Background: an optimization exercise with open tools, aiming at small area. Do not read the settings as production practice. The RTL was checked by simulation tests, not by an equivalence proof against the original design. Power and IR drop assume default switching activity.

job 6310:
==> flow/design.v <==
module z_1_rtc_top #(
	parameter [16:0] INTERNAL_COUNT = 17'd78125
)(
	input  clk,
	input  rst,
	output spi_miso,
	input  spi_sck,
	input  spi_ss_n,
	input  spi_mosi,
	output half_hz,
	input  freq_in
);
reg s_trig, l_trig, roll, l_roll, one_hz, half;
reg [16:0] dcnt;
wire trig_pulse = s_trig & ~l_trig;
wire dinc = roll & ~l_roll;
wire hit = (dcnt == INTERNAL_COUNT);
always @(posedge clk) begin
	s_trig <= freq_in & ~rst;
	l_trig <= s_trig;
	l_roll <= roll;
	if (rst) begin
		roll <= 1'b0;
		dcnt <= 17'd0;
		one_hz <= 1'b0;
		half <= 1'b0;
	end else begin
		roll <= roll ^ trig_pulse;
		one_hz <= hit;
		half <= half ^ hit;
		dcnt <= hit ? 17'd0 : dcnt + {16'd0, dinc};
	end
end
assign half_hz = half;
wire sclk_in = spi_sck & ~spi_ss_n;
wire mosi_in = spi_mosi & ~spi_ss_n;
reg s_sclk, ds_sclk;
always @(posedge clk) begin
	s_sclk <= sclk_in;
	ds_sclk <= s_sclk;
end
wire pp = s_sclk & ~ds_sclk;
wire np = ~s_sclk & ds_sclk;
reg [7:0] rxb;
reg [3:0] bi;
wire rx_dv = (bi == 4'd9);
always @(posedge clk) begin
	if (pp) rxb <= {rxb[6:0], mosi_in};
	if (rst)
		bi <= 4'd0;
	else if (bi == 4'd8)
		bi <= 4'd9;
	else if (rx_dv)
		bi <= {3'd0, pp};
	else if (pp)
		bi <= bi + 4'd1;
end
localparam [1:0] M_IDLE = 2'd0, M_WR = 2'd1, M_RD = 2'd2;
reg [1:0] mode;
reg [3:0] cnt;
reg ph;
reg sendd;
reg [63:0] ob;
reg [63:0] q;
reg inc1;
reg [7:0] txb;
reg [3:0] bo;
reg miso_r;
wire halt = (bo != 4'd0);
wire busy = (bo[3] | bo[2] | bo[1]);
wire is_w = (mode == M_WR);
wire is_r = (mode == M_RD);
wire s3 = is_r & ph & (cnt == 4'd15);
wire s4 = is_r & ~ph;
wire ld = is_w & (cnt == 4'd11);
wire send = s4 & ~halt;
always @(posedge clk) begin
	ph <= ~ph;
	sendd <= send;
	if (rst) begin
		mode <= M_IDLE;
	end else begin
		case (mode)
			M_IDLE: begin
				if (rx_dv && rxb == 8'h01) begin
					mode <= M_WR;
					cnt <= 4'd0;
				end else if (rx_dv && rxb == 8'h02) begin
					mode <= M_RD;
					cnt <= 4'd15;
					ph <= 1'b1;
				end
			end
			M_WR: begin
				if (rx_dv | cnt[3]) cnt <= cnt + 4'd1;
				if (ld) mode <= M_IDLE;
			end
			default: begin
				if (s3 | send) cnt <= cnt + 4'd1;
				if (s4 && cnt == 4'd8) mode <= M_IDLE;
			end
		endcase
	end
end
always @(posedge clk) begin
	if (s3)
		ob <= q;
	else if ((is_w & rx_dv) | sendd)
		ob <= {ob[55:0], rxb};
end
always @(posedge clk) begin
	inc1 <= one_hz;
	if (rst)
		q <= 64'd0;
	else if (ld & ~one_hz)
		q <= ob;
	else if (inc1)
		q <= q + 64'd1;
end
always @(posedge clk) begin
	if (rst) begin
		bo <= 4'd0;
		miso_r <= 1'b0;
	end else if (sendd) begin
		txb <= ob[63:56];
		bo <= 4'd9;
	end else if (np & busy) begin
		miso_r <= txb[7];
		txb <= {txb[6:0], 1'b0};
		bo <= bo - 4'd1;
	end else if (bo == 4'd1) begin
		bo <= 4'd0;
	end
end
assign spi_miso = miso_r;
endmodule
Settings: LEC_CHECK=0, CAP_MARGIN=20, CORE_MARGIN=2, CORE_UTILIZATION=40, SLEW_MARGIN=20; clock period 10.0 ns.
run.sh (not shown) runs the stock make flow with config.mk's settings and CLKGATE_MAP_FILE= SYNTH_SCRIPT=/design/flow/synth_recipe.tcl, a recipe that flattens the netlist after the stock synthesis.
Relative to job 6310, the following input files were edited for job 696:
--- a/flow/design.v
+++ b/flow/design.v
@@ -100,37 +100,40 @@
 				if (s4 && cnt == 4'd8) mode <= M_IDLE;
 			end
 		endcase
 	end
 end
+wire ob_sh = (is_w & rx_dv) | sendd;
+wire ob_hold = ~s3 & ~ob_sh;
 always @(posedge clk) begin
-	if (s3)
-		ob <= q;
-	else if ((is_w & rx_dv) | sendd)
-		ob <= {ob[55:0], rxb};
+	ob <= ({64{s3}} & q) | ({64{ob_sh}} & {ob[55:0], rxb}) | ({64{ob_hold}} & ob);
 end
+wire ldx = ld & ~one_hz;
+wire [64:0] qc;
+assign qc[0] = inc1;
+genvar gi;
+generate for (gi = 0; gi < 64; gi = gi + 1) begin : g_qc
+	assign qc[gi+1] = qc[gi] & q[gi];
+end endgenerate
 always @(posedge clk) begin
 	inc1 <= one_hz;
-	if (rst)
-		q <= 64'd0;
-	else if (ld & ~one_hz)
-		q <= ob;
-	else if (inc1)
-		q <= q + 64'd1;
+	q <= {64{~rst}} & (({64{ldx}} & ob) | ({64{~ldx}} & (q ^ qc[63:0])));
 end
 always @(posedge clk) begin
 	if (rst) begin
 		bo <= 4'd0;
 		miso_r <= 1'b0;
 	end else if (sendd) begin
-		txb <= ob[63:56];
 		bo <= 4'd9;
 	end else if (np & busy) begin
 		miso_r <= txb[7];
-		txb <= {txb[6:0], 1'b0};
 		bo <= bo - 4'd1;
 	end else if (bo == 4'd1) begin
 		bo <= 4'd0;
 	end
 end
+wire tx_sh = np & busy;
+wire tx_hold = ~sendd & ~tx_sh;
+always @(posedge clk)
+	txb <= ({8{sendd}} & ob[63:56]) | ({8{tx_sh}} & {txb[6:0], 1'b0}) | ({8{tx_hold}} & txb);
 assign spi_miso = miso_r;
 endmodule
==> comparison <==
- On job 696: number of non-clock buffers is 1 lower than what job 6310 gave.
- Status job 696: flow complete, layout not clean - setup timing
- Delta(share of the clock period used by the worst path after layout, job 696 - job 6310) > 0
- Between job 6310 and job 696, the flow reports clock power increasing slightly.
- Compared with job 6310, in job 696 via count of the first global-routing pass went down 13%, post-synthesis average cell area went down 0.33 sq um, logic gate share of total power went up 0.3 points, sequential share of layout area went down 5.3 points.
- Higher critical path depth was reported by job 696, not job 6310.
- Sequential area share after synthesis delta for job 696 relative to job 6310: 1.8 points lower
- Job 6310 vs job 696, cell class ranked first by area: registers vs multi-input combinational cells
- A start point of the critical path of rst is what job 6310 shows, while q[0] belongs to job 696.
- When job 696 is measured against job 6310, its area occupied by multi-input gates turns out about 7% higher.

what the ideal ports hide:
No port has a modelled driver above. Below, the same layouts with a new extraction and two added sets of constraints. Step 1 sets driving cells, clkbuf_16 on the clock port and buf_2 on the other inputs (assumed; they add their load-dependent delay and slew). Step 2 times the ports against the registers' clock, not the clock port: input delays grow and output delays shrink by t, the midpoint of the rising clock arrivals with the driver on. Slacks: ideal ports / drivers / drivers and shift; pairs: ideal ports / drivers.
run | shift t [ns] | setup WS [ns] | hold slack, ns | worst setup path after step 2 | pins driven straight from the clock port
job 6310 | 0.475 | 5.952 / 5.974 / 5.499 | 0.345 / 0.345 / 0.345 | input to register | 1
job 696 | 0.470 | -0.417 / -0.417 / -0.417 | 0.357 / 0.357 / 0.357 | register to register | 1
The setup slack of job 6310, which loses most, moves by +0.022 ns with the drivers and by -0.453 ns with both steps.
